This design comes from an exercise in tuning for small area, a short achievable clock period and few clock cycles per item on the open sky130 flow, not from production work. The RTL was checked by simulation tests, not by an equivalence proof against the original design.

==> flow/design.v (outline; a module is shown in full before it is edited, if it fits) <==
// module mul_tree: 1212 lines
// module fa: 4 lines
// module ha: 4 lines
// module bpp: 5 lines
// module ao22: 3 lines
// module proc: 235 lines
// module addsub32: 25 lines
module proc(
    i_clk    ,
    i_rstn   ,
    i_en     ,
    i_grant_rd  ,
    i_grant_wr  ,
    i_valid  ,
    i_instr ,
    i_data ,
    o_addr  ,
    o_finish ,
    o_req_rd,
    o_req_wr,
    o_ack    ,
    o_data   ,
    o_wr_size ,
    o_busy
);
  // ...
==> flow/flow/run.sh <==
#!/bin/bash
# Own flow: the standard ORFS flow (standard.sh, unchanged synthesis), with
#  - the port buffers made as sky130_fd_sc_hd__buf_1 instead of the default delay buffer,
#  - timing repair (floorplan, CTS, global route) aiming at extra setup slack,
#  - clock tree synthesis without dummy loads.
# The make output goes to make.log; ORFS writes each step's log under orfs/logs/.
set -euo pipefail
export BUFFER_PORTS_ARGS="-buffer_cell sky130_fd_sc_hd__buf_1"
export SETUP_SLACK_MARGIN=7.3
export CTS_ARGS="-sink_clustering_enable -repair_clock_nets -sink_clustering_size 12 -sink_clustering_max_diameter 60 -buf_list {sky130_fd_sc_hd__clkbuf_8 sky130_fd_sc_hd__clkbuf_16} -dont_use_dummy_load"
bash standard.sh > make.log 2>&1
==> flow/standard.sh <==
#!/bin/bash
# synth_recipe.tcl (not shown) runs the flow's synth.tcl, then flattens the netlist and writes it again
# the make line also repeats each setting of config.mk as NAME=value (left out here)
make -C /OpenROAD-flow-scripts/flow DESIGN_CONFIG=/design/flow/config.mk WORK_HOME=/design/flow/orfs CLKGATE_MAP_FILE= SYNTH_SCRIPT=/design/flow/synth_recipe.tcl "${@:-finish}"
==> flow/config.mk <==
export PLATFORM = sky130hd
export DESIGN_NAME = proc
export DESIGN_NICKNAME = proc
export VERILOG_FILES = /design/flow/design.v
export SDC_FILE = /design/flow/constraint.sdc
export NUM_CORES = 4
export LEC_CHECK = 0
export CAP_MARGIN = 20
export CORE_MARGIN = 2
export CORE_UTILIZATION = 55
export SLEW_MARGIN = 20
export SYNTH_HIERARCHICAL = 1
==> flow/constraint.sdc <==
create_clock -name core_clock -period 11.0 [get_ports {i_clk}]
set_input_delay 2.2000 -clock core_clock [delete_from_list [all_inputs] [get_ports {i_clk}]]
set_output_delay 2.2000 -clock core_clock [all_outputs]
set_load 0.01 [all_outputs]
==> flow_metrics.env, run 1 <==
export IMPL_status="complete, no violations"
export IMPL_maxCapViolCount=0
export IMPL_top_regs="rreg: 128 flops, areg: 97 flops, breg: 95 flops"
export IMPL_top_register="rreg"
export IMPL_drt_pre_antenna_iters=6
export IMPL_seq_area_um2=13300
export IMPL_setup_tns_final_ps=0
export IMPL_min_period_ps=3920
export IMPL_start_kind="input port"
export IMPL_wl_met2_um=67000
export IMPL_tap_cells=978
export IMPL_grt_use_total_pct=35.3
export IMPL_finalNonFillerCells=5578
export IMPL_die_w_um=280
export IMPL_antenna_found_initial=13
export IMPL_gp_congestion=0.928
export IMPL_r2r_slack_ps=7250
export IMPL_timing_rr_end="rreg[83]"
export IMPL_endpoint="rreg[83]"
export IMPL_nClkBuffers=72
export IMPL_vias=34352
export IMPL_core_area_um2=75700
Testbench counts, summed over its fixed seeds: cycles 21,430, items 15,905.
==> run 2, diff against run 1 <==
--- a/flow/flow/run.sh
+++ b/flow/flow/run.sh
@@ -9,3 +9,3 @@
 export SETUP_SLACK_MARGIN=7.3
-export CTS_ARGS="-sink_clustering_enable -repair_clock_nets -sink_clustering_size 12 -sink_clustering_max_diameter 60 -buf_list {sky130_fd_sc_hd__clkbuf_8 sky130_fd_sc_hd__clkbuf_16} -dont_use_dummy_load"
+export CTS_ARGS="-sink_clustering_enable -repair_clock_nets -sink_clustering_size 10 -sink_clustering_max_diameter 50 -buf_list {sky130_fd_sc_hd__clkbuf_4} -dont_use_dummy_load"
 bash standard.sh > make.log 2>&1
==> flow_metrics.env, run 2 <==
export IMPL_status="complete, no violations"
export IMPL_max_stage_delay_ps=450
export IMPL_grt_max_degree=73
export IMPL_synthesis_area_um2=41900
export IMPL_clk_pin_slew_ps=120
export IMPL_slew_viol_final=0
export IMPL_crit_chain="clkbuf_2"
export IMPL_final_common_cell="dfxtp_1"
export IMPL_worst_path_buf_inv=1
export IMPL_worstPathArrival_ps=1530
export IMPL_cts_tree="done"
export IMPL_setup_tns_final_ps=0
export IMPL_setup_viol=0
export IMPL_min_from="areg[8]"
export IMPL_cts_buffers=93
export IMPL_rows=101
export IMPL_crit_fanout=1
export IMPL_io_buffers=319
export IMPL_gp_congestion=0.928
export IMPL_min_period_ps=3730
export IMPL_htreeDepth=3
export IMPL_ys_warnings_count=8
export IMPL_die_w_um=280
export IMPL_cts_root_buf="clkbuf_4"
export IMPL_hold_class="flip-flop to flip-flop"
export IMPL_maxCapViolCount=0
export IMPL_final_layout_size_suffix_gt1_share_pct=18.5
export IMPL_hold_worst_slack_ps=358
export IMPL_cts_sinks=649
export IMPL_ant_nets=0
export IMPL_rsz0062_at_grt="true"
export IMPL_start_kind="flip-flop"
export IMPL_cp_end_kind="primary output"
export IMPL_cp_top_family="flip-flops"
export IMPL_final_cell_mix="514 x dfxtp_1, 476 x xor2_1, 294 x a22o_1"
export IMPL_dieArea_um2=78400
export IMPL_worstPathRequired_ps=8800
export IMPL_dp_final_hpwl_um=97900
export IMPL_clock_path_buffers=3
export IMPL_critPathKind="flip-flop to primary output"
export IMPL_nFillCells=6528
export IMPL_drc=0
export IMPL_initial_core_util_pct=55.3
export IMPL_syn_inst=4217
export IMPL_grt_pass1_wl_um=208000
export IMPL_area_growth_pct=13.2
export IMPL_clk_latency_ps=950
export IMPL_hold_violations=0
export IMPL_critical_path_startpoint="wsz[0]"
export IMPL_vias_per_cell=6.15
export IMPL_pin_count=320
export IMPL_multiInputGateArea_um2=28300
export IMPL_initialDrtViolationCount=3007
export IMPL_top_regs="rreg: 128 flops, areg: 97 flops, breg: 95 flops"
export IMPL_drt_pre_antenna_iters=5
export IMPL_skew_ps=161
export IMPL_die_height_um=280
export IMPL_antenna_found_initial=19
export IMPL_fmax_mhz=268
export IMPL_tightestPinTransition_ps=1120
export IMPL_crit_slowest_cell="edfxtp_1"
export IMPL_wire_per_inst_um=26.0
export IMPL_grt_pass1_vias=32983
export IMPL_largest_reg_flops=128
export IMPL_core_area_um2=75700
export IMPL_avgSynthCellArea_um2=9.93
export IMPL_r2r_start="s0_two[0]"
export IMPL_vias=33855
export IMPL_r2r_slack_ps=7360
export IMPL_grt_use_total_pct=35.3
export IMPL_period_share_pct=33.9
export IMPL_fin_nets=5100
export IMPL_seq_area_um2=13400
export IMPL_top_register="rreg"
export IMPL_grt_ovfl_total=0
export IMPL_place_area_um2=44700
export IMPL_final_area_um2=47400
export IMPL_wl_um=143000
export IMPL_maxSlewHeadroom_pct=25.2
## run 2: cell types whose count changed in the layout (fill, tap and decap cells not counted), sizes merged
| cell | delta |
|---|---|
| inv | -1 |
| clkinvlp | +1 |
| diode | +3 |
| buf | -124 |
| clkbuf | +45 |
| and2 | -1 |
| bufbuf | +3 |
## run 2: final timing paths
path                            cells after the start           end
worst max-delay path                                1  o_wr_size[0]
worst min-delay path                                0       s0_a[8]
worst max register to register                      9     s1_r2[30]
worst min register to register                      0       s0_a[8]
max in group asynchronous                           2         rq_wr
min in group asynchronous                           2    s0_lane[1]
## run 2: through the flow
step | worst slack (ps) | cells | utilization (%)
3_3_place_gp | 6060 | 5346 | 59.1
4_1_cts | 7220 | 5460 | 61.2
5_1_grt | 7190 | 5500 | 62.6
3_5_place_dp | 6010 | 5346 | 59.1
6_report | 7270 | 5504 | 62.7
2_1_floorplan | 6800 | 4236 | -
## run 2: area by class of cell
type / count / share of cell area [%]
timing repair buffer: 436 / 6.46
timing repair inverter: 1 / 0.0106
antenna: 10 / 0.0528
tap: 978 / 2.58
clock buffer: 93 / 1.47
sequential: 649 / 28.2
multi-input combinational: 3137 / 59.6
inverter: 200 / 1.60
## run 2: timing repair
| item | in CTS | in global routing |
|---|---|---|
| endpoints found under the setup margin | 305 | 188 |
| pin swaps | 9 | 35 |
| resized for setup | 213 | 212 |
| hold buffers | 0 | 0 |
| gates cloned | 8 | 7 |
| buffers inserted | 13 | 27 |
## run 2: metal layers
layer	vias to the layer above	share of wire [%]	wire length, um	global-route usage (%)
li1	15522	-	-	-
met1	16440	42	59500	46.0
met2	1497	45	64500	55.2
met3	376	8.4	12000	8.73
met4	20	4.8	6860	16.2
met5	-	0.087	124	0
==> run 3, diff against run 2 <==
--- a/flow/flow/run.sh
+++ b/flow/flow/run.sh
@@ -9,3 +9,3 @@
 export SETUP_SLACK_MARGIN=7.3
-export CTS_ARGS="-sink_clustering_enable -repair_clock_nets -sink_clustering_size 10 -sink_clustering_max_diameter 50 -buf_list {sky130_fd_sc_hd__clkbuf_4} -dont_use_dummy_load"
+export CTS_ARGS="-sink_clustering_enable -repair_clock_nets -sink_clustering_size 8 -sink_clustering_max_diameter 40 -buf_list {sky130_fd_sc_hd__clkbuf_4} -dont_use_dummy_load"
 bash standard.sh > make.log 2>&1
--- a/flow/config.mk
+++ b/flow/config.mk
@@ -9,3 +9,3 @@
 export CORE_MARGIN = 2
-export CORE_UTILIZATION = 55
+export CORE_UTILIZATION = 75
 export SLEW_MARGIN = 20
==> flow_metrics.env, run 3 <==
export IMPL_status="complete, no violations"
export IMPL_gp_congestion=0.987
export IMPL_dp_cells=5114
export IMPL_vias_per_cell=6.87
export IMPL_grt_pass1_wl_um=203000
export IMPL_period_share_pct=34.5
export IMPL_wire_per_inst_um=26.2
export IMPL_area_growth_pct=11.4
export IMPL_top_register="rreg"
export IMPL_vias=36276
export IMPL_maxSlewHeadroom_pct=28.5
export IMPL_ys_warnings_count=8
export IMPL_cp_end_kind="primary output"
export IMPL_syn_inst=4217
export IMPL_wl_met2_um=61500
export IMPL_final_cell_mix="543 x dfxtp_1, 476 x xor2_1, 294 x a22o_1"
export IMPL_setup_tns_final_ps=0
export IMPL_die_w_um=240
export IMPL_start_kind="flip-flop"
export IMPL_initialDrtViolationCount=4288
export IMPL_multiInputGateArea_um2=28200
export IMPL_seq_area_um2=13300
export IMPL_initial_core_util_pct=75.9
export IMPL_cts_buffers=102
export IMPL_cts_root_buf="clkbuf_4"
export IMPL_max_stage_delay_ps=500
export IMPL_cts_tree="done"
export IMPL_worst_path_buf_inv=1
export IMPL_antenna_found_initial=15
export IMPL_ant_nets=0
export IMPL_skew_ps=128
export IMPL_slew_viol_final=0
export IMPL_clk_pin_slew_ps=90
export IMPL_pin_count=320
export IMPL_grt_ovfl_total=0
export IMPL_grt_max_degree=70
export IMPL_topRoutingLayerUsed="met5"
export IMPL_wl_met3_um=16500
export IMPL_setup_slack_ps=7200
export IMPL_crit_slowest_cell="edfxtp_1"
export IMPL_core_area_um2=55200
export IMPL_tightestPinTransition_ps=1070
export IMPL_critPathKind="flip-flop to primary output"
export IMPL_fin_nets=5100
export IMPL_worstPathArrival_ps=1600
export IMPL_crit_fanout=1
export IMPL_drt_pre_antenna_iters=7
export IMPL_hold_violations=0
export IMPL_htreeDepth=3
export IMPL_rsz0062_at_grt="true"
export IMPL_nFillCells=3232
export IMPL_maxCapViolCount=0
export IMPL_min_period_ps=3800
export IMPL_fmax_mhz=263
export IMPL_clk_latency_ps=950
export IMPL_rows=86
export IMPL_worstPathRequired_ps=8800
export IMPL_dieArea_um2=57800
export IMPL_die_height_um=240
export IMPL_setup_viol=0
export IMPL_largest_reg_flops=128
export IMPL_hold_class="flip-flop to flip-flop"
export IMPL_top_regs="rreg: 128 flops, areg: 97 flops, breg: 95 flops"
export IMPL_holdBufCountCts=0
export IMPL_final_layout_size_suffix_gt1_share_pct=17.5
export IMPL_io_buffers=319
export IMPL_crit_chain="clkbuf_2"
export IMPL_finalNonFillerCells=5277
export IMPL_grt_use_total_pct=46.3
export IMPL_wl_um=139000
export IMPL_grt_pass1_vias=35243
export IMPL_m1WireLength_um=49800
export IMPL_drc=0
export IMPL_cts_sinks=649
export IMPL_synthesis_area_um2=41900
export IMPL_clock_path_buffers=3
export IMPL_cp_top_family="flip-flops"
export IMPL_avgSynthCellArea_um2=9.93
export IMPL_final_common_cell="dfxtp_1"
export IMPL_place_ws_ps=6030
export IMPL_dp_final_hpwl_um=93600
-- run 3: final timing paths --
check | from | to | slack [ps] | cells past startpoint
hold / removal | areg[15] | s0_a[15] | 310 | 0
max in group asynchronous | i_rstn | rd_done | 9440 | 2
setup / recovery | wsz[2] | o_wr_size[2] | 7200 | 1
min in group asynchronous | i_rstn | s_ld1 | 1250 | 2
hold reg to reg | areg[15] | s0_a[15] | 310 | 0
setup reg to reg | s0_a[5] | s1_r2[30] | 7330 | 9
-- run 3: through the flow --
step / util (%) / cell area [um2] / hold slack (ps)
after floorplan: - / 43100 / 342
after global placement: 80.4 / 44400 / 348
after detailed placement: 80.4 / 44400 / 355
after CTS: 83.0 / 45800 / 301
after global routing: 84.5 / 46700 / 304
final: 84.5 / 46700 / 314
-- run 3: cell type report --
cell class              count  area share, %
multi-input cells        3139           60.5
well taps                 748           2.01
flip-flops and latches    649           28.5
inverters                 200           1.62
clock buffers             102           1.64
repair buffers            426           5.60
diodes                     13         0.0697
-- run 3: what timing repair did --
action                                  4_1_cts  5_1_grt
buffers inserted                             13       26
gates resized for setup                     175      148
cloned                                        5        4
endpoints found under the setup margin      217      107
pin swaps                                    11       39
-- run 3: layer usage --
layer | track usage, % | up-vias
met2 | 70.9 | 2685
met1 | 57.2 | 17270
met5 | 0.0866 | -
met4 | 31.1 | 12
met3 | 12.6 | 788
li1 | - | 15521
==> run 4, diff against run 3 <==
--- a/flow/config.mk
+++ b/flow/config.mk
@@ -9,3 +9,3 @@
 export CORE_MARGIN = 2
-export CORE_UTILIZATION = 75
+export CORE_UTILIZATION = 55
 export SLEW_MARGIN = 20
==> flow_metrics.env, run 4 <==
export IMPL_final_area_um2=47500
export IMPL_start_kind="flip-flop"
export IMPL_critPathKind="flip-flop to flip-flop"
export IMPL_final_cell_mix="500 x dfxtp_1, 481 x xor2_1, 294 x a22o_1"
export IMPL_area_growth_pct=13.3
export IMPL_cts_tree="done"
export IMPL_htreeDepth=3
export IMPL_io_buffers=319
export IMPL_worstPathRequired_ps=11750
export IMPL_dieArea_um2=78400
export IMPL_cts_buffers=113
export IMPL_cp_end_kind="flip-flop"
export IMPL_setup_tns_final_ps=0
export IMPL_place_area_um2=44700
export IMPL_rsz0062_at_grt="true"
export IMPL_grt_use_total_pct=35.1
export IMPL_period_share_pct=33.6
export IMPL_tightestPinTransition_ps=1180
export IMPL_gp_congestion=0.928
export IMPL_pin_count=320
export IMPL_grt_pass1_wl_um=209000
export IMPL_skew_ps=130
export IMPL_wl_um=142000
export IMPL_clk_latency_ps=960
export IMPL_seq_area_um2=13400
export IMPL_drc=0
export IMPL_cts_sinks=649
export IMPL_multiInputGateArea_um2=28200
export IMPL_grt_ovfl_total=0
export IMPL_grt_max_degree=73
export IMPL_top_register="rreg"
export IMPL_initialDrtViolationCount=3032
export IMPL_nFillCells=6533
export IMPL_holdBufCountCts=0
export IMPL_worstPathArrival_ps=4440
export IMPL_top_regs="rreg: 128 flops, areg: 97 flops, breg: 95 flops"
export IMPL_drt_pre_antenna_iters=7
export IMPL_ant_nets=0
export IMPL_vias_per_cell=6.17
export IMPL_final_common_cell="dfxtp_1"
export IMPL_syn_inst=4217
export IMPL_antenna_found_initial=19
export IMPL_hold_violations=0
export IMPL_hold_class="flip-flop to flip-flop"
export IMPL_ys_warnings_count=8
export IMPL_status="complete, no violations"
export IMPL_slew_viol_final=0
export IMPL_synthesis_area_um2=41900
export IMPL_fin_nets=5107
export IMPL_rows=101
export IMPL_grt_pass1_vias=33152
export IMPL_cts_root_buf="clkbuf_4"
export IMPL_clk_pin_slew_ps=90
export IMPL_die_height_um=280
export IMPL_fmax_mhz=270
export IMPL_core_area_um2=75700
export IMPL_min_period_ps=3700
export IMPL_crit_fanout=5
export IMPL_wire_per_inst_um=25.8
export IMPL_die_w_um=280
export IMPL_maxCapViolCount=0
export IMPL_dp_final_hpwl_um=97900
export IMPL_largest_reg_flops=128
export IMPL_vias=33963
export IMPL_final_layout_size_suffix_gt1_share_pct=19.4
export IMPL_initial_core_util_pct=55.3
export IMPL_clock_path_buffers=3
export IMPL_setup_viol=0
export IMPL_maxSlewHeadroom_pct=21.5
export IMPL_avgSynthCellArea_um2=9.93
-- run 4: cell type report --
| cell class | instances | share of cell area (%) |
|---|---|---|
| diodes | 8 | 0.0422 |
| clock buffers | 113 | 1.79 |
| inverters | 200 | 1.59 |
| multi-input cells | 3138 | 59.3 |
| flip-flops and latches | 649 | 28.2 |
| well taps | 978 | 2.58 |
| repair buffers | 423 | 6.47 |
-- run 4: per-stage QoR --
| step | util (%) | setup WS (ps) | hold slack, ps | instances |
|---|---|---|---|---|
| 4_1_cts | 61.7 | 7250 | 333 | 5473 |
| 6_report | 62.7 | 7300 | 335 | 5509 |
| 3_5_place_dp | 59.1 | 6010 | 348 | 5346 |
| 2_1_floorplan | - | 6800 | 342 | 4236 |
| 5_1_grt | 62.7 | 7200 | 347 | 5508 |
| 3_3_place_gp | 59.1 | 6060 | 346 | 5346 |
-- run 4: timing repair --
action | in CTS | in global routing
buffers inserted | 8 | 23
pin swaps | 8 | 27
setup endpoints to repair | 280 | 165
gates cloned | 6 | 5
gates resized for setup | 333 | 159
-- run 4: critical path, stage by stage, from the launching register on --
cell and delay, ps:
dfxtp_2 340, inv_2 40, fa_1 530, inv_1 50, ha_1 270, ha_2 180, inv_2 40, fa_2 410
nor2b_2 170, o2111ai_2 160, a21o_1 250, nand3_4 110, nand2_4 80, o41ai_4 500, xnor2_4 260, o211ai_1 160
-- run 4: path summary, 6_finish.rpt --
kind | start | endpoint | slack [ps] | depth (start not counted)
max | s1_r2[2] | rreg[30] | 7300 | 15
min | areg[17] | s0_a[17] | 330 | 0
max reg2reg | s1_r2[2] | rreg[30] | 7300 | 15
min reg2reg | areg[17] | s0_a[17] | 330 | 0
max in group asynchronous | i_rstn | rb | 9400 | 2
min in group asynchronous | i_rstn | s0_lane[1] | 1270 | 2
-- run 4: per-layer routing --
metal / GRT usage (%) / share of wire [%] / wire [um]
met1: 45.8 / 42 / 59200
met2: 56.9 / 46 / 65700
met3: 7.73 / 8.4 / 12000
met4: 13.3 / 3.7 / 5300
met5: 0 / 0.083 / 118
==> run 5, diff against run 4 <==
--- a/flow/flow/run.sh
+++ b/flow/flow/run.sh
@@ -8,3 +8,3 @@
 export BUFFER_PORTS_ARGS="-buffer_cell sky130_fd_sc_hd__buf_1"
-export SETUP_SLACK_MARGIN=7.3
+export SETUP_SLACK_MARGIN=7.6
 export CTS_ARGS="-sink_clustering_enable -repair_clock_nets -sink_clustering_size 8 -sink_clustering_max_diameter 40 -buf_list {sky130_fd_sc_hd__clkbuf_4} -dont_use_dummy_load"
--- a/flow/config.mk
+++ b/flow/config.mk
@@ -9,3 +9,3 @@
 export CORE_MARGIN = 2
-export CORE_UTILIZATION = 55
+export CORE_UTILIZATION = 65
 export SLEW_MARGIN = 20
==> flow_metrics.env, run 5 <==
export IMPL_status="complete, no violations"
export IMPL_dieArea_um2=66500
export IMPL_max_stage_delay_ps=430
export IMPL_largest_reg_flops=128
export IMPL_die_w_um=258
export IMPL_core_area_um2=64100
export IMPL_dp_cells=5185
export IMPL_cp_end_kind="primary output"
export IMPL_dp_final_hpwl_um=93300
export IMPL_rows=93
export IMPL_initialDrtViolationCount=4560
export IMPL_die_height_um=258
export IMPL_drt_pre_antenna_iters=13
export IMPL_slew_viol_final=0
export IMPL_grt_max_degree=67
export IMPL_fin_nets=5343
export IMPL_critPathKind="flip-flop to primary output"
export IMPL_top_regs="rreg: 128 flops, areg: 97 flops, breg: 95 flops"
export IMPL_path_depth=1
export IMPL_maxSlewHeadroom_pct=16.6
export IMPL_worstPathRequired_ps=8800
export IMPL_cts_buffers=109
export IMPL_ant_nets=0
export IMPL_final_layout_size_suffix_gt1_share_pct=30.5
export IMPL_avgSynthCellArea_um2=9.93
export IMPL_initial_core_util_pct=65.3
export IMPL_cts_sinks=649
export IMPL_area_growth_pct=23.6
export IMPL_cp_top_family="flip-flops"
export IMPL_clk_pin_slew_ps=90
export IMPL_pin_count=320
export IMPL_crit_fanout=3
export IMPL_cts_tree="done"
export IMPL_min_from="areg[4]"
export IMPL_hold_violations=0
export IMPL_vias=37506
export IMPL_skew_ps=138
export IMPL_grt_pass1_vias=35984
export IMPL_hold_class="flip-flop to flip-flop"
export IMPL_fmax_mhz=268
export IMPL_gp_congestion=0.965
export IMPL_min_period_ps=3740
export IMPL_wire_per_inst_um=27.6
export IMPL_rsz0062_at_grt="true"
export IMPL_vias_per_cell=6.67
export IMPL_setup_viol=0
export IMPL_crit_chain="buf_2"
export IMPL_endpoint="o_req_rd"
export IMPL_antenna_found_initial=21
export IMPL_post_route_util_pct=80.8
export IMPL_wl_um=155000
export IMPL_period_share_pct=34.0
export IMPL_critical_path_startpoint="rq_rd"
export IMPL_syn_inst=4217
export IMPL_clk_latency_ps=990
export IMPL_r2r_start="s1_r0[21]"
export IMPL_maxCapViolCount=0
export IMPL_synthesis_area_um2=41900
export IMPL_grt_use_total_pct=43.3
export IMPL_worstPathArrival_ps=1540
export IMPL_clock_path_buffers=3
export IMPL_grt_pass1_wl_um=220000
export IMPL_io_buffers=319
export IMPL_finalNonFillerCells=5627
export IMPL_final_cell_mix="464 x xor2_1, 399 x dfxtp_1, 293 x a22o_1"
export IMPL_start_kind="flip-flop"
export IMPL_grt_ovfl_total=0
export IMPL_reg2regPathDepth=14
export IMPL_ys_warnings_count=8
export IMPL_setup_tns_final_ps=0
export IMPL_r2r_slack_ps=7350
export IMPL_timing_rr_end="rreg[31]"
export IMPL_final_common_cell="xor2_1"
export IMPL_crit_slowest_cell="dfrtp_1"
export IMPL_htreeDepth=3
export IMPL_top_register="rreg"
export IMPL_tightestPinTransition_ps=1250
export IMPL_drc=0
export IMPL_worst_path_buf_inv=1
export IMPL_cts_root_buf="clkbuf_4"
==> run 5: cell types whose count changed in the layout (fill, tap and decap cells not counted), moves of 33 or more <==
cell,change
dfxtp_2,+49
buf_2,-33
buf_4,+195
dfxtp_1,-101
buf_6,+120
dfxtp_4,+52
buf_1,-62
==> run 5: final cells by class <==
class / instances / area (um2)
Timing Repair inverter: 1 / 7.51
Sequential cell: 649 / 13700
Multi-Input combinational cell: 3139 / 29500
Timing Repair Buffer: 661 / 5900
Fill cell: 4044 / 12300
Inverter: 200 / 757
Antenna cell: 13 / 32.5
Tap cell: 855 / 1070
Clock buffer: 109 / 818
==> run 5: per-stage QoR <==
step | cell area [um2] | setup WS, ps | hold WS, ps
finish | 51800 | 7260 | 267
global route | 51800 | 7220 | 278
CTS | 49500 | 7170 | 288
detailed placement | 44500 | 5800 | 343
global placement | 44500 | 5780 | 342
floorplan | 43300 | 6800 | 339
==> run 5: worst min-delay path by stage <==
stage	endpoint	cells past startpoint
final	s0_a[4]	0
after global routing	s0_a[4]	0
after CTS	s0_a[4]	0
after detailed placement	s0_a[5]	0
after global placement	s0_a[6]	0
after floorplan	s0_a[0]	0
==> run 5: per-layer routing <==
| metal | track usage, % | up-vias | wire length (um) |
|---|---|---|---|
| li1 | - | 15992 | - |
| met1 | 53.4 | 18031 | 56100 |
| met2 | 67.6 | 2585 | 68300 |
| met3 | 12.0 | 882 | 18200 |
| met4 | 26.6 | 16 | 12600 |
| met5 | 0.712 | - | 161 |
==> run 5: what timing repair did <==
item,4_1_cts,5_1_grt
pin swaps,104,163
hold buffers,0,0
setup buffers,175,131
cloned,10,4
resized for setup,707,271
endpoints found under the setup margin,425,290
==> run 6, diff against run 5 <==
--- a/flow/flow/run.sh
+++ b/flow/flow/run.sh
@@ -8,3 +8,3 @@
 export BUFFER_PORTS_ARGS="-buffer_cell sky130_fd_sc_hd__buf_1"
-export SETUP_SLACK_MARGIN=7.6
+export SETUP_SLACK_MARGIN=7.0
 export CTS_ARGS="-sink_clustering_enable -repair_clock_nets -sink_clustering_size 8 -sink_clustering_max_diameter 40 -buf_list {sky130_fd_sc_hd__clkbuf_4} -dont_use_dummy_load"
==> flow_metrics.env, run 6 <==
export IMPL_status="complete, no violations"
export IMPL_crit_chain="a22o_1 -> xor2_1 -> fa_1 -> fa_1 -> fa_1 -> fa_1 -> fa_1 -> ha_1"
export IMPL_gp_congestion=0.944
export IMPL_core_area_um2=64100
export IMPL_cts_sinks=649
export IMPL_htreeDepth=3
export IMPL_maxSlewHeadroom_pct=30.4
export IMPL_area_growth_pct=8.01
export IMPL_ys_warnings_count=8
export IMPL_endpoint="s1_r2[30]"
export IMPL_final_common_cell="dfxtp_1"
export IMPL_cts_buffers=111
export IMPL_syn_inst=4217
export IMPL_die_w_um=258
export IMPL_largest_reg_flops=128
export IMPL_ant_nets=0
export IMPL_avgSynthCellArea_um2=9.93
export IMPL_antenna_found_initial=12
export IMPL_maxCapViolCount=0
export IMPL_post_route_util_pct=70.6
export IMPL_wire_per_inst_um=24.5
export IMPL_holdBufCountCts=0
export IMPL_period_share_pct=36.3
export IMPL_io_buffers=319
export IMPL_max_stage_delay_ps=960
export IMPL_fmax_mhz=250
export IMPL_grt_use_total_pct=38.6
export IMPL_drt_pre_antenna_iters=6
export IMPL_cp_end_kind="flip-flop"
export IMPL_worstPathArrival_ps=4780
export IMPL_r2r_start="s0_one[7]"
export IMPL_critical_path_startpoint="s0_one[7]"
export IMPL_timing_rr_end="s1_r2[30]"
export IMPL_slew_viol_final=0
export IMPL_place_ws_ps=5760
export IMPL_dp_final_hpwl_um=92500
export IMPL_top_register="rreg"
export IMPL_pin_count=320
export IMPL_start_kind="flip-flop"
export IMPL_final_layout_size_suffix_gt1_share_pct=11.1
export IMPL_grt_ovfl_total=0
export IMPL_nFillCells=5116
export IMPL_grt_max_degree=78
export IMPL_rsz0062_at_grt="false"
export IMPL_top_regs="rreg: 128 flops, areg: 97 flops, breg: 95 flops"
export IMPL_path_depth=8
export IMPL_drc=0
export IMPL_crit_path_frequent_cell="fa_1"
export IMPL_initialDrtViolationCount=3089
export IMPL_skew_ps=126
export IMPL_dieArea_um2=66500
export IMPL_final_cell_mix="606 x dfxtp_1, 484 x xor2_1, 319 x buf_1"
export IMPL_cp_top_family="adder cells"
export IMPL_setup_viol=0
export IMPL_setup_tns_final_ps=0
export IMPL_reg2regPathDepth=8
export IMPL_wl_um=131000
export IMPL_min_period_ps=4000
export IMPL_rows=93
export IMPL_die_height_um=258
export IMPL_cts_tree="done"
export IMPL_worstPathRequired_ps=11780
export IMPL_crit_fanout=18
export IMPL_cts_root_buf="clkbuf_4"
export IMPL_vias=33794
export IMPL_initial_core_util_pct=65.3
export IMPL_synthesis_area_um2=41900
export IMPL_hold_class="flip-flop to flip-flop"
export IMPL_grt_pass1_vias=33134
export IMPL_setup_slack_ps=7000
export IMPL_crit_slowest_cell="dfxtp_1"
export IMPL_critPathKind="flip-flop to flip-flop"
export IMPL_vias_per_cell=6.31
export IMPL_clock_path_buffers=3
export IMPL_r2r_slack_ps=7000
export IMPL_worst_path_buf_inv=0
export IMPL_grt_pass1_wl_um=198000
export IMPL_tightestPinTransition_ps=1040
export IMPL_clk_latency_ps=960
export IMPL_clk_pin_slew_ps=90
export IMPL_fin_nets=5075
export IMPL_hold_violations=0
## run 6: final cells by class
class | count | area (um2) | area share [%]
timing repair buffer | 394 | 1940 | 4.29
tap | 855 | 1070 | 2.36
timing repair inverter | 1 | 5.00 | 0.0111
antenna | 11 | 27.5 | 0.0608
inverter | 200 | 754 | 1.67
sequential | 649 | 13200 | 29.2
multi-input combinational | 3136 | 27400 | 60.5
clock buffer | 111 | 833 | 1.84
## run 6: metal layers
metal | up-vias | routed length [um] | GRT usage, %
li1 | 15457 | - | -
met1 | 16299 | 53100 | 50.0
met2 | 1604 | 60300 | 61.8
met3 | 420 | 11000 | 7.99
met4 | 14 | 6540 | 18.8
met5 | - | 93 | 0
## run 6: worst min path at each step
stage	cells after the start	start	end	slack, ps
CTS	0	areg[5]	s0_a[5]	350
floorplan	0	areg[0]	s0_a[0]	350
global route	0	areg[16]	s0_a[16]	360
global placement	0	areg[5]	s0_a[5]	340
finish	0	areg[5]	s0_a[5]	360
detailed placement	0	areg[2]	s0_a[2]	350
## run 6: stage by stage
stage | hold slack [ps] | cells | instance area (um2)
2_1_floorplan | 349 | 4236 | 42600
3_3_place_gp | 343 | 5223 | 44000
3_5_place_dp | 347 | 5223 | 44000
4_1_cts | 354 | 5339 | 45100
5_1_grt | 364 | 5352 | 45200
6_report | 356 | 5357 | 45200
## run 6: what timing repair did
action	CTS	global route
gates cloned	5	0
pin swaps	0	5
setup buffers	0	7
resized for setup	10	12
endpoints found under the setup margin	100	81
## run 6: worst register-to-register path, stage by stage, from the launching register on
cell and delay (ps):
dfxtp_1 960, a22o_1 290, xor2_1 180, fa_1 480, fa_1 410, fa_1 440, fa_1 430, fa_1 380
ha_1 270
==> run 7, diff against run 6 <==
--- a/flow/flow/run.sh
+++ b/flow/flow/run.sh
@@ -8,3 +8,3 @@
 export BUFFER_PORTS_ARGS="-buffer_cell sky130_fd_sc_hd__buf_1"
-export SETUP_SLACK_MARGIN=7.0
+export SETUP_SLACK_MARGIN=6.7
 export CTS_ARGS="-sink_clustering_enable -repair_clock_nets -sink_clustering_size 8 -sink_clustering_max_diameter 40 -buf_list {sky130_fd_sc_hd__clkbuf_4} -dont_use_dummy_load"
==> flow_metrics.env, run 7 <==
export IMPL_final_layout_size_suffix_gt1_share_pct=9.19
export IMPL_rsz0062_at_grt="false"
export IMPL_final_common_cell="dfxtp_1"
export IMPL_drt_pre_antenna_iters=7
export IMPL_crit_chain="inv_1 -> fa_1 -> inv_1 -> ha_1 -> ha_1 -> a2111oi_0 -> o21ai_0 -> o21a_1 -> o2111ai_1 -> nand3b_1 -> a31oi_1 -> xor2_1 -> o21ai_0"
export IMPL_grt_pass1_wl_um=195000
export IMPL_place_area_um2=43400
export IMPL_seq_area_um2=13200
export IMPL_hold_worst_slack_ps=354
export IMPL_cts_sinks=649
export IMPL_gp_congestion=0.960
export IMPL_multiInputGateArea_um2=26700
export IMPL_crit_slowest_cell="xor2_1"
export IMPL_core_area_um2=64100
export IMPL_vias=33994
export IMPL_hold_violations=0
export IMPL_grt_max_degree=71
export IMPL_initialDrtViolationCount=3070
export IMPL_die_w_um=258
export IMPL_antenna_found_initial=12
export IMPL_skew_ps=209
export IMPL_nFillCells=5274
export IMPL_slew_viol_final=0
export IMPL_grt_pass1_vias=32835
export IMPL_rows=93
export IMPL_syn_inst=4217
export IMPL_io_buffers=319
export IMPL_post_route_util_pct=69.4
export IMPL_synthesis_area_um2=41900
export IMPL_maxCapViolCount=0
export IMPL_dp_final_hpwl_um=91500
export IMPL_holdBufCountCts=0
export IMPL_avgSynthCellArea_um2=9.93
export IMPL_clk_pin_slew_ps=90
export IMPL_start_kind="flip-flop"
export IMPL_place_ws_ps=6030
export IMPL_final_area_um2=44500
export IMPL_period_share_pct=37.9
export IMPL_grt_ovfl_total=0
export IMPL_htreeDepth=3
export IMPL_die_height_um=258
export IMPL_area_growth_pct=6.16
export IMPL_drc=0
export IMPL_critPathKind="flip-flop to flip-flop"
export IMPL_wire_per_inst_um=24.3
export IMPL_grt_use_total_pct=37.9
export IMPL_hold_class="flip-flop to flip-flop"
export IMPL_cp_end_kind="flip-flop"
export IMPL_clk_latency_ps=980
export IMPL_max_stage_delay_ps=730
export IMPL_cts_root_buf="clkbuf_4"
export IMPL_wl_um=130000
export IMPL_fmax_mhz=240
export IMPL_cts_buffers=112
export IMPL_setup_tns_final_ps=0
export IMPL_final_cell_mix="610 x dfxtp_1, 485 x xor2_1, 319 x buf_1"
export IMPL_top_regs="rreg: 128 flops, areg: 97 flops, breg: 95 flops"
export IMPL_status="complete, no violations"
export IMPL_cts_tree="done"
export IMPL_tightestPinTransition_ps=1080
export IMPL_ant_nets=0
export IMPL_top_register="rreg"
export IMPL_largest_reg_flops=128
export IMPL_setup_viol=0
export IMPL_worstPathArrival_ps=4970
export IMPL_ys_warnings_count=8
export IMPL_vias_per_cell=6.36
export IMPL_maxSlewHeadroom_pct=27.8
export IMPL_dieArea_um2=66500
export IMPL_fin_nets=5069
export IMPL_worstPathRequired_ps=11800
export IMPL_pin_count=320
export IMPL_clock_path_buffers=3
export IMPL_crit_fanout=5
export IMPL_setup_slack_ps=6830
export IMPL_min_period_ps=4170
export IMPL_initial_core_util_pct=65.3
## run 7: final cells by class
cell class / instances / area share [%]
diodes: 6 / 0.0338
clock buffers: 112 / 1.89
inverters: 200 / 1.69
multi-input cells: 3137 / 60.1
flip-flops and latches: 649 / 29.7
well taps: 855 / 2.41
repair buffers: 387 / 4.19
## run 7: path summary, 6_finish.rpt
path	startpoint	endpoint	slack (ps)	cells past startpoint
setup / recovery	s1_r0[10]	rreg[59]	6830	13
hold / removal	areg[5]	s0_a[5]	350	0
setup reg to reg	s1_r0[10]	rreg[59]	6830	13
hold reg to reg	areg[5]	s0_a[5]	350	0
max in group asynchronous	i_rstn	rb	9490	2
min in group asynchronous	i_rstn	s0_v	1210	2
## run 7: critical path: cells and delay by family (launching register included)
kind            cells  cell delay, ps
compound gates      6            1610
simple gates        1             180
xor+xnor            1             730
buf+inv             2             100
flops               1             320
fa+ha+maj           3            1150
## run 7: repair_timing
item,in CTS,in global routing
setup buffers,0,3
gates cloned,3,2
endpoints found under the setup margin,60,29
pin swaps,0,4
resized for setup,2,4
## run 7: per-stage QoR
step / std cells
2_1_floorplan: 4236
3_3_place_gp: 5219
3_5_place_dp: 5219
4_1_cts: 5334
5_1_grt: 5345
6_report: 5346
## run 7: layer usage
| metal | GRT usage [%] | wire [um] | share of wire, % |
|---|---|---|---|
| met4 | 19.3 | 7100 | 5.5 |
| met5 | 0 | 76 | 0.058 |
| met1 | 48.1 | 51300 | 39 |
| met2 | 62.4 | 61300 | 47 |
| met3 | 6.57 | 10400 | 8.0 |
==> run 8, diff against run 7 <==
--- a/flow/flow/run.sh
+++ b/flow/flow/run.sh
@@ -8,3 +8,3 @@
 export BUFFER_PORTS_ARGS="-buffer_cell sky130_fd_sc_hd__buf_1"
-export SETUP_SLACK_MARGIN=6.7
+export SETUP_SLACK_MARGIN=7.3
 export CTS_ARGS="-sink_clustering_enable -repair_clock_nets -sink_clustering_size 8 -sink_clustering_max_diameter 40 -buf_list {sky130_fd_sc_hd__clkbuf_4} -dont_use_dummy_load"
--- a/flow/config.mk
+++ b/flow/config.mk
@@ -12 +12,2 @@
 export SYNTH_HIERARCHICAL = 1
+export TNS_END_PERCENT = 10
==> flow_metrics.env, run 8 <==
export IMPL_status="complete, no violations"
export IMPL_worstPathRequired_ps=11800
export IMPL_worstPathArrival_ps=4610
export IMPL_period_share_pct=34.7
export IMPL_setup_viol=0
export IMPL_largest_reg_flops=128
export IMPL_pin_count=320
export IMPL_hold_violations=0
export IMPL_core_area_um2=64100
export IMPL_critical_path_startpoint="i_data[106]"
export IMPL_clk_pin_slew_ps=90
export IMPL_top_register="rreg"
export IMPL_hold_class="flip-flop to flip-flop"
export IMPL_initial_core_util_pct=65.3
export IMPL_initialDrtViolationCount=3001
export IMPL_cts_buffers=110
export IMPL_nFillCells=5104
export IMPL_htreeDepth=3
export IMPL_grt_max_degree=75
export IMPL_final_common_cell="dfxtp_1"
export IMPL_rows=93
export IMPL_maxSlewHeadroom_pct=26.5
export IMPL_crit_fanout=8
export IMPL_r2r_start="s1_r0[2]"
export IMPL_clk_latency_ps=950
export IMPL_vias_per_cell=6.38
export IMPL_fin_nets=5085
export IMPL_ant_nets=0
export IMPL_drc=0
export IMPL_grt_use_total_pct=38.7
export IMPL_slew_viol_final=0
export IMPL_cts_root_buf="clkbuf_4"
export IMPL_r2r_slack_ps=7250
export IMPL_min_period_ps=3820
export IMPL_vias=34216
export IMPL_clock_path_buffers=3
export IMPL_io_buffers=319
export IMPL_rsz0062_at_grt="true"
export IMPL_wl_um=133000
export IMPL_wire_per_inst_um=24.7
export IMPL_cp_end_kind="flip-flop"
export IMPL_die_height_um=258
export IMPL_skew_ps=138
export IMPL_synthesis_area_um2=41900
export IMPL_top_regs="rreg: 128 flops, areg: 97 flops, breg: 95 flops"
export IMPL_final_cell_mix="591 x dfxtp_1, 481 x xor2_1, 306 x buf_1"
export IMPL_setup_tns_final_ps=0
export IMPL_avgSynthCellArea_um2=9.93
export IMPL_final_layout_size_suffix_gt1_share_pct=12.3
export IMPL_maxCapViolCount=0
export IMPL_timing_rr_end="rreg[52]"
export IMPL_ys_warnings_count=8
export IMPL_grt_ovfl_total=0
export IMPL_antenna_found_initial=16
export IMPL_syn_inst=4217
export IMPL_grt_pass1_vias=33439
export IMPL_cts_sinks=649
export IMPL_dp_final_hpwl_um=92100
export IMPL_grt_pass1_wl_um=198000
export IMPL_area_growth_pct=9.19
export IMPL_dieArea_um2=66500
export IMPL_reg2regPathDepth=14
export IMPL_tightestPinTransition_ps=1100
export IMPL_endpoint="rreg[127]"
export IMPL_fmax_mhz=262
export IMPL_place_area_um2=43900
export IMPL_drt_pre_antenna_iters=6
export IMPL_final_area_um2=45700
export IMPL_cts_tree="done"
export IMPL_gp_congestion=0.959
export IMPL_start_kind="input port"
export IMPL_die_w_um=258
export IMPL_critPathKind="input port to flip-flop"
## run 8: worst min-delay path by stage
stage,from,end,slack [ps],cells past startpoint
global route,areg[3],s0_a[3],360,0
CTS,areg[2],s0_a[2],360,0
floorplan,areg[0],s0_a[0],350,0
detailed placement,areg[3],s0_a[3],350,0
global placement,areg[5],s0_a[5],350,0
finish,areg[2],s0_a[2],350,0
## run 8: worst max-delay path, cell delays in order
cell and delay (ps):
buf_1 100, ha_1 360, nand2_1 60, o21ai_0 390
a31oi_1 210, nand3_2 220, a221oi_4 80, buf_4 180
or3_1 360, and4_1 180, a22oi_1 160, o21ai_0 110
## run 8: area by class of cell
class	count	area, um2	share of cell area, %
Tap cell	855	1070	2.34
Clock buffer	110	826	1.81
Sequential cell	649	13300	29.0
Inverter	200	758	1.66
Antenna cell	10	25.0	0.0547
Timing Repair Buffer	404	2170	4.74
Multi-Input combinational cell	3138	27600	60.4
## run 8: metal layers
metal | wire, um | part of all wire (%) | track usage (%)
met1 | 52300 | 39 | 49.6
met4 | 6890 | 5.2 | 20.7
met3 | 11800 | 8.9 | 7.92
met2 | 61500 | 46 | 61.8
met5 | 97 | 0.073 | 0
## run 8: stage by stage
stage,cells,util (%),hold WS [ps],setup slack (ps)
after floorplan,4236,-,349,6800
after global placement,5222,68.5,345,6150
after detailed placement,5222,68.5,347,6110
after CTS,5348,70.6,355,7130
after global routing,5362,71.3,363,7110
final,5366,71.3,354,7180
## run 8: repair_timing
item / CTS / global route
cloned: 6 / 0
resized for setup: 36 / 110
setup buffers: 10 / 8
pin swaps: 9 / 28
endpoints found under the setup margin: 263 / 236
hold buffers: 0 / 0
==> run 9, diff against run 8 <==
--- a/flow/config.mk
+++ b/flow/config.mk
@@ -12,2 +12,2 @@
 export SYNTH_HIERARCHICAL = 1
-export TNS_END_PERCENT = 10
+export TNS_END_PERCENT = 30
==> flow_metrics.env, run 9 <==
export IMPL_die_height_um=258
export IMPL_vias=34523
export IMPL_period_share_pct=34.8
export IMPL_dp_final_hpwl_um=93400
export IMPL_ant_nets=0
export IMPL_cts_sinks=649
export IMPL_fmax_mhz=261
export IMPL_grt_use_total_pct=38.7
export IMPL_synthesis_area_um2=41900
export IMPL_min_from="areg[3]"
export IMPL_crit_fanout=5
export IMPL_clk_latency_ps=970
export IMPL_cts_root_buf="clkbuf_4"
export IMPL_area_growth_pct=11.0
export IMPL_grt_max_degree=74
export IMPL_dieArea_um2=66500
export IMPL_skew_ps=147
export IMPL_status="complete, no violations"
export IMPL_top_regs="rreg: 128 flops, areg: 97 flops, breg: 95 flops"
export IMPL_clk_pin_slew_ps=90
export IMPL_topRoutingLayerUsed="met5"
export IMPL_cp_end_kind="flip-flop"
export IMPL_setup_tns_final_ps=0
export IMPL_antenna_found_initial=13
export IMPL_wl_um=134000
export IMPL_drt_pre_antenna_iters=7
export IMPL_rows=93
export IMPL_crit_slowest_cell="ha_1"
export IMPL_maxSlewHeadroom_pct=39.3
export IMPL_largest_reg_flops=128
export IMPL_crit_chain="buf_1 -> ha_1 -> nand4_1 -> nor2_2 -> nand4_1 -> nand3_4 -> a221oi_4 -> buf_4 -> buf_4 -> or3_1 -> and4_1 -> nand2_1 -> o211ai_1"
export IMPL_die_w_um=258
export IMPL_cts_tree="done"
export IMPL_hold_class="flip-flop to flip-flop"
export IMPL_drc=0
export IMPL_fin_nets=5110
export IMPL_syn_inst=4217
export IMPL_final_common_cell="dfxtp_1"
export IMPL_max_stage_delay_ps=450
export IMPL_cts_buffers=107
export IMPL_nFillCells=5000
export IMPL_start_kind="input port"
export IMPL_initial_core_util_pct=65.3
export IMPL_htreeDepth=3
export IMPL_grt_ovfl_total=0
export IMPL_rsz0062_at_grt="true"
export IMPL_wire_per_inst_um=24.8
export IMPL_setup_viol=0
export IMPL_core_area_um2=64100
export IMPL_final_cell_mix="587 x dfxtp_1, 482 x xor2_1, 307 x buf_1"
export IMPL_final_area_um2=46500
export IMPL_worstPathArrival_ps=4660
export IMPL_tightestPinTransition_ps=908
export IMPL_wl_met3_um=11700
export IMPL_place_area_um2=44200
export IMPL_initialDrtViolationCount=3095
export IMPL_min_period_ps=3830
export IMPL_ys_warnings_count=8
export IMPL_avgSynthCellArea_um2=9.93
export IMPL_vias_per_cell=6.41
export IMPL_grt_pass1_wl_um=198000
export IMPL_gp_congestion=0.945
export IMPL_io_buffers=319
export IMPL_critical_path_startpoint="i_data[15]"
export IMPL_grt_pass1_vias=33263
export IMPL_hold_violations=0
export IMPL_maxCapViolCount=0
export IMPL_m1WireLength_um=53400
export IMPL_pin_count=320
export IMPL_top_register="rreg"
export IMPL_hold_worst_slack_ps=321
export IMPL_clock_path_buffers=3
export IMPL_critPathKind="input port to flip-flop"
export IMPL_final_layout_size_suffix_gt1_share_pct=13.7
export IMPL_slew_viol_final=0
export IMPL_holdBufCountCts=0
export IMPL_r2r_start="s1_r0[6]"
export IMPL_wl_met2_um=61500
export IMPL_worstPathRequired_ps=11830
-- run 9: cell types whose count changed in the layout (fill, tap and decap cells not counted), moves of 4 or more --
cell / previous run / this run
a21oi_1: 135 / 129
ha_1: 174 / 167
nand2_1: 248 / 244
a21oi_4: 4 / 9
o21ai_0: 216 / 196
nor2_2: 7 / 11
o21ai_1: 32 / 48
dfxtp_1: 591 / 587
nor2_1: 116 / 112
ha_4: 46 / 51
buf_12: 7 / 12
clkbuf_16: 0 / 7
buf_4: 51 / 69
-- run 9: routing by layer --
metal	vias to the layer above	track usage, %
li1	15531	-
met5	-	0
met2	1774	62.1
met1	16756	49.9
met3	450	7.96
met4	12	18.5
-- run 9: path summary, 6_finish.rpt --
kind,slack (ps),cells past startpoint,end
max,7170,13,rreg[31]
min in group asynchronous,1210,2,ack_r
min reg2reg,320,0,s0_a[3]
max reg2reg,7350,14,rreg[89]
min,320,0,s0_a[3]
max in group asynchronous,9430,2,rb
-- run 9: worst max-delay path: cells and delay by family --
| family | cells | cell delay [ps] |
|---|---|---|
| adder cells (fa/ha/maj) | 1 | 450 |
| buffers and inverters | 3 | 440 |
| AO/OA/AOI/OAI | 2 | 180 |
| AND/OR/NAND/NOR | 7 | 1360 |
-- run 9: what timing repair did --
action,CTS,global route
gates resized for setup,48,137
gates cloned,5,6
pin swaps,8,34
endpoints found under the setup margin,332,241
buffers inserted,14,24
-- run 9: final cells by class --
| class | count | area, um2 | share of cell area (%) |
|---|---|---|---|
| diodes | 7 | 17.5 | 0.0377 |
| clock buffers | 107 | 803 | 1.73 |
| inverters | 200 | 758 | 1.63 |
| multi-input cells | 3136 | 28000 | 60.2 |
| flip-flops and latches | 649 | 13300 | 28.5 |
| well taps | 855 | 1070 | 2.30 |
| repair buffers | 433 | 2600 | 5.59 |
| repair inverters | 1 | 7.51 | 0.0162 |
-- run 9: per-stage QoR --
stage	std cells	utilization [%]	worst slack, ps
detailed placement	5224	69.0	5800
floorplan	4236	-	6800
global route	5384	72.5	7160
CTS	5350	71.1	7120
global placement	5224	69.0	5870
finish	5388	72.5	7170
==> run 10, diff against run 9 <==
--- a/flow/config.mk
+++ b/flow/config.mk
@@ -7,7 +7,6 @@
 export LEC_CHECK = 0
-export CAP_MARGIN = 20
+export CAP_MARGIN = 10
 export CORE_MARGIN = 2
 export CORE_UTILIZATION = 65
-export SLEW_MARGIN = 20
+export SLEW_MARGIN = 10
 export SYNTH_HIERARCHICAL = 1
-export TNS_END_PERCENT = 30
==> flow_metrics.env, run 10 <==
export IMPL_status="complete, no violations"
export IMPL_final_common_cell="dfxtp_1"
export IMPL_tightestPinTransition_ps=1250
export IMPL_maxCapViolCount=0
export IMPL_die_height_um=258
export IMPL_die_w_um=258
export IMPL_vias_per_cell=6.41
export IMPL_antenna_found_initial=16
export IMPL_setup_viol=0
export IMPL_ant_nets=0
export IMPL_grt_busiest_layer="met2"
export IMPL_slew_viol_final=0
export IMPL_avgSynthCellArea_um2=9.93
export IMPL_cts_tree="done"
export IMPL_wl_um=136000
export IMPL_gp_congestion=0.971
export IMPL_wire_per_inst_um=25.2
export IMPL_io_buffers=319
export IMPL_grt_pass1_wl_um=200000
export IMPL_area_growth_pct=12.6
export IMPL_top_register="rreg"
export IMPL_vias=34643
export IMPL_clk_pin_slew_ps=90
export IMPL_hold_violations=0
export IMPL_nFillCells=4862
export IMPL_fmax_mhz=268
export IMPL_final_layout_size_suffix_gt1_share_pct=18.3
export IMPL_start_kind="flip-flop"
export IMPL_crit_fanout=1
export IMPL_critPathKind="flip-flop to primary output"
export IMPL_maxSlewHeadroom_pct=16.4
export IMPL_largest_reg_flops=128
export IMPL_setup_tns_final_ps=0
export IMPL_use_met1_pct=51.5
export IMPL_cts_sinks=649
export IMPL_skew_ps=152
export IMPL_dieArea_um2=66500
export IMPL_initial_core_util_pct=65.3
export IMPL_drc=0
export IMPL_crit_slowest_cell="edfxtp_1"
export IMPL_grt_max_degree=71
export IMPL_worstPathRequired_ps=8800
export IMPL_rows=93
export IMPL_seq_area_um2=13400
export IMPL_max_stage_delay_ps=450
export IMPL_drt_pre_antenna_iters=5
export IMPL_multiInputGateArea_um2=28300
export IMPL_pin_count=320
export IMPL_hold_class="flip-flop to flip-flop"
export IMPL_cp_top_family="flip-flops"
export IMPL_rsz0062_at_grt="true"
export IMPL_clk_latency_ps=950
export IMPL_path_depth=1
export IMPL_initialDrtViolationCount=3407
export IMPL_clock_path_buffers=3
export IMPL_final_cell_mix="527 x dfxtp_1, 480 x xor2_1, 294 x a22o_1"
export IMPL_gr_usage_met3_pct=9.15
export IMPL_htreeDepth=3
export IMPL_min_period_ps=3740
export IMPL_post_route_util_pct=73.6
export IMPL_top_regs="rreg: 128 flops, areg: 97 flops, breg: 95 flops"
export IMPL_crit_chain="clkbuf_2"
export IMPL_worst_path_buf_inv=1
export IMPL_hold_worst_slack_ps=329
export IMPL_grt_use_total_pct=39.3
export IMPL_min_path_cells=0
export IMPL_reg2regPathDepth=14
export IMPL_core_area_um2=64100
export IMPL_ys_warnings_count=8
export IMPL_cts_buffers=112
export IMPL_synthesis_area_um2=41900
export IMPL_grt_pass1_vias=33165
export IMPL_grt_ovfl_total=0
export IMPL_fin_nets=5117
export IMPL_met2_usage_pct=62.3
export IMPL_cts_root_buf="clkbuf_4"
export IMPL_cp_end_kind="primary output"
export IMPL_period_share_pct=34.0
export IMPL_syn_inst=4217
export IMPL_worstPathArrival_ps=1540
export IMPL_dp_final_hpwl_um=94600
==> run 10: per-layer routing <==
metal / share of wire, % / routed length (um)
met2: 45 / 61700
met5: 0.080 / 109
met3: 9.8 / 13400
met1: 40 / 54100
met4: 4.8 / 6580
==> run 10: worst paths after layout <==
check / from / end / slack, ps
max: wsz[0] / o_wr_size[0] / 7260
min: areg[13] / s0_a[13] / 330
max in group asynchronous: i_rstn / s_ld2 / 9460
min reg2reg: areg[13] / s0_a[13] / 330
max reg2reg: s1_r1[10] / rreg[29] / 7370
min in group asynchronous: i_rstn / s1_v / 1240
==> run 10: what timing repair did <==
item | CTS | global route
endpoints found under the setup margin | 314 | 196
pin swaps | 8 | 48
hold buffers | 0 | 0
setup buffers | 17 | 31
gates cloned | 2 | 3
resized for setup | 185 | 203
==> run 10: stage by stage <==
step / cell area, um2 / worst slack [ps] / instances
finish: 47200 / 7260 / 5401
global route: 47200 / 7170 / 5400
CTS: 46100 / 7200 / 5354
detailed placement: 44500 / 5960 / 5223
global placement: 44500 / 6070 / 5223
floorplan: 43100 / 6800 / 4236
==> run 10: final cells by class <==
class,instances,share of cell area (%)
diodes,13,0.0690
well taps,855,2.27
multi-input cells,3136,59.9
flip-flops and latches,649,28.4
clock buffers,112,1.78
inverters,200,1.61
repair buffers,436,5.96
==> run 11, diff against run 10 <==
--- a/flow/flow/run.sh
+++ b/flow/flow/run.sh
@@ -8,3 +8,3 @@
 export BUFFER_PORTS_ARGS="-buffer_cell sky130_fd_sc_hd__buf_1"
-export SETUP_SLACK_MARGIN=7.3
+export SETUP_SLACK_MARGIN=7.4
 export CTS_ARGS="-sink_clustering_enable -repair_clock_nets -sink_clustering_size 8 -sink_clustering_max_diameter 40 -buf_list {sky130_fd_sc_hd__clkbuf_4} -dont_use_dummy_load"
--- a/flow/config.mk
+++ b/flow/config.mk
@@ -7,6 +7,7 @@
 export LEC_CHECK = 0
-export CAP_MARGIN = 10
+export CAP_MARGIN = 20
 export CORE_MARGIN = 2
 export CORE_UTILIZATION = 65
-export SLEW_MARGIN = 10
+export SLEW_MARGIN = 20
 export SYNTH_HIERARCHICAL = 1
+export TNS_END_PERCENT = 10
==> flow_metrics.env, run 11 <==
export IMPL_cts_tree="done"
export IMPL_initialDrtViolationCount=3633
export IMPL_place_ws_ps=5730
export IMPL_crit_fanout=2
export IMPL_maxSlewHeadroom_pct=29.6
export IMPL_core_area_um2=64100
export IMPL_area_growth_pct=11.5
export IMPL_cp_end_kind="primary output"
export IMPL_vias=34926
export IMPL_clk_pin_slew_ps=80
export IMPL_crit_chain="buf_1"
export IMPL_largest_reg_flops=128
export IMPL_setup_slack_ps=7200
export IMPL_dp_final_hpwl_um=93100
export IMPL_holdBufCountCts=0
export IMPL_pin_count=320
export IMPL_synthesis_area_um2=41900
export IMPL_top_register="rreg"
export IMPL_place_area_um2=44000
export IMPL_grt_ovfl_total=0
export IMPL_grt_pass1_wl_um=201000
export IMPL_setup_tns_final_ps=0
export IMPL_final_layout_size_suffix_gt1_share_pct=14.0
export IMPL_antenna_found_initial=19
export IMPL_skew_ps=126
export IMPL_grt_max_degree=72
export IMPL_status="complete, no violations"
export IMPL_cts_root_buf="clkbuf_4"
export IMPL_worstPathRequired_ps=8800
export IMPL_drc=0
export IMPL_initial_core_util_pct=65.3
export IMPL_rsz0062_at_grt="true"
export IMPL_r2r_start="s1_r0[20]"
export IMPL_tightestPinTransition_ps=1060
export IMPL_crit_slowest_cell="dfxtp_1"
export IMPL_critical_path_startpoint="rreg[20]"
export IMPL_htreeDepth=3
export IMPL_final_area_um2=46700
export IMPL_top_regs="rreg: 128 flops, areg: 97 flops, breg: 95 flops"
export IMPL_rows=93
export IMPL_min_period_ps=3800
export IMPL_nFillCells=4979
export IMPL_fmax_mhz=263
export IMPL_fin_nets=5111
export IMPL_maxCapViolCount=0
export IMPL_worst_path_buf_inv=1
export IMPL_worstPathArrival_ps=1600
export IMPL_cts_sinks=649
export IMPL_syn_inst=4217
export IMPL_period_share_pct=34.6
export IMPL_critPathKind="flip-flop to primary output"
export IMPL_setup_viol=0
export IMPL_drt_pre_antenna_iters=7
export IMPL_final_common_cell="dfxtp_1"
export IMPL_die_w_um=258
export IMPL_vias_per_cell=6.47
export IMPL_clk_latency_ps=950
export IMPL_post_route_util_pct=72.9
export IMPL_die_height_um=258
export IMPL_wl_um=138000
export IMPL_wire_per_inst_um=25.6
export IMPL_gp_congestion=0.945
export IMPL_io_buffers=319
export IMPL_grt_use_total_pct=39.3
export IMPL_avgSynthCellArea_um2=9.93
export IMPL_clock_path_buffers=3
export IMPL_dieArea_um2=66500
export IMPL_ys_warnings_count=8
export IMPL_min_from="areg[23]"
export IMPL_cp_top_family="flip-flops"
export IMPL_final_cell_mix="579 x dfxtp_1, 479 x xor2_1, 305 x buf_1"
export IMPL_start_kind="flip-flop"
export IMPL_slew_viol_final=0
export IMPL_grt_pass1_vias=33585
export IMPL_cts_buffers=107
export IMPL_ant_nets=0
export IMPL_hold_violations=0
export IMPL_max_stage_delay_ps=500
export IMPL_hold_class="flip-flop to flip-flop"
==> run 11: routing by layer <==
metal | up-vias | part of all wire [%] | GRT usage (%)
met4 | 12 | 5.7 | 20.8
met1 | 16914 | 39 | 51.4
met5 | - | 0.054 | 0
li1 | 15555 | - | -
met3 | 479 | 10 | 8.00
met2 | 1966 | 45 | 61.7
==> run 11: area by class of cell <==
cell class	instances	area (um2)	share of cell area, %
Antenna cell	13	32.5	0.0696
Clock buffer	107	803	1.72
Inverter	200	758	1.62
Multi-Input combinational cell	3139	28000	59.8
Sequential cell	649	13300	28.5
Tap cell	855	1070	2.29
Timing Repair Buffer	431	2790	5.98
Timing Repair inverter	1	7.51	0.0161
==> run 11: through the flow <==
step | hold slack (ps) | std cells
after detailed placement | 347 | 5221
after CTS | 291 | 5354
after global routing | 287 | 5390
final | 300 | 5395
after global placement | 346 | 5221
after floorplan | 349 | 4236
==> run 11: repair_timing <==
item / in CTS / in global routing
cloned: 7 / 11
resized for setup: 66 / 221
buffers inserted: 19 / 16
endpoints found under the setup margin: 387 / 367
pin swaps: 19 / 40
==> run 11: path summary, 6_finish.rpt <==
path | slack [ps] | depth (start not counted) | to
max | 7200 | 1 | o_data[20]
max reg2reg | 7330 | 13 | rreg[31]
max in group asynchronous | 9480 | 2 | rq_wr
min in group asynchronous | 1230 | 2 | s0_lane[1]
min reg2reg | 300 | 0 | s0_a[23]
min | 300 | 0 | s0_a[23]

-- separate check: timing with driven ports --
No port has a modelled driver above. Below, the same layouts with a new extraction and two added sets of constraints. Step 1 assumes that a clkbuf_16 drives the clock port and a buf_2 every other input. Step 2 also shifts input and output timing later by t, the mid clock arrival at the registers, as if the neighbouring blocks saw the same clock. Slacks: ideal / step 1 / step 2; pairs: ideal / step 1.
run	shift t [ns]	setup WS [ns]	worst register clock-pin slew, ns	worst data-port slew with drivers (ns)
run 1	0.661	7.078 / 7.104 / 6.442	0.06 / 0.06	0.15
run 2	0.938	7.268 / 7.199 / 6.392	0.12 / 0.12	0.15
run 3	0.950	7.202 / 7.140 / 6.374	0.11 / 0.11	0.14
run 4	0.959	7.303 / 7.254 / 6.356	0.10 / 0.10	0.16
run 5	0.987	7.264 / 7.197 / 6.387	0.11 / 0.11	0.15
run 6	0.965	7.002 / 7.002 / 6.125	0.10 / 0.10	0.15
run 7	0.937	6.828 / 6.828 / 6.063	0.10 / 0.10	0.15
run 8	0.942	7.185 / 7.152 / 6.283	0.10 / 0.10	0.18
run 9	0.960	7.170 / 7.150 / 6.251	0.10 / 0.10	0.13
run 10	0.945	7.262 / 7.195 / 6.385	0.10 / 0.10	0.20
run 11	0.957	7.198 / 7.130 / 6.329	0.11 / 0.11	0.15
After both steps every run listed still meets setup and hold. For run 4, which loses most, drivers alone change the setup slack by -0.049 ns; drivers and shift together by -0.947 ns.
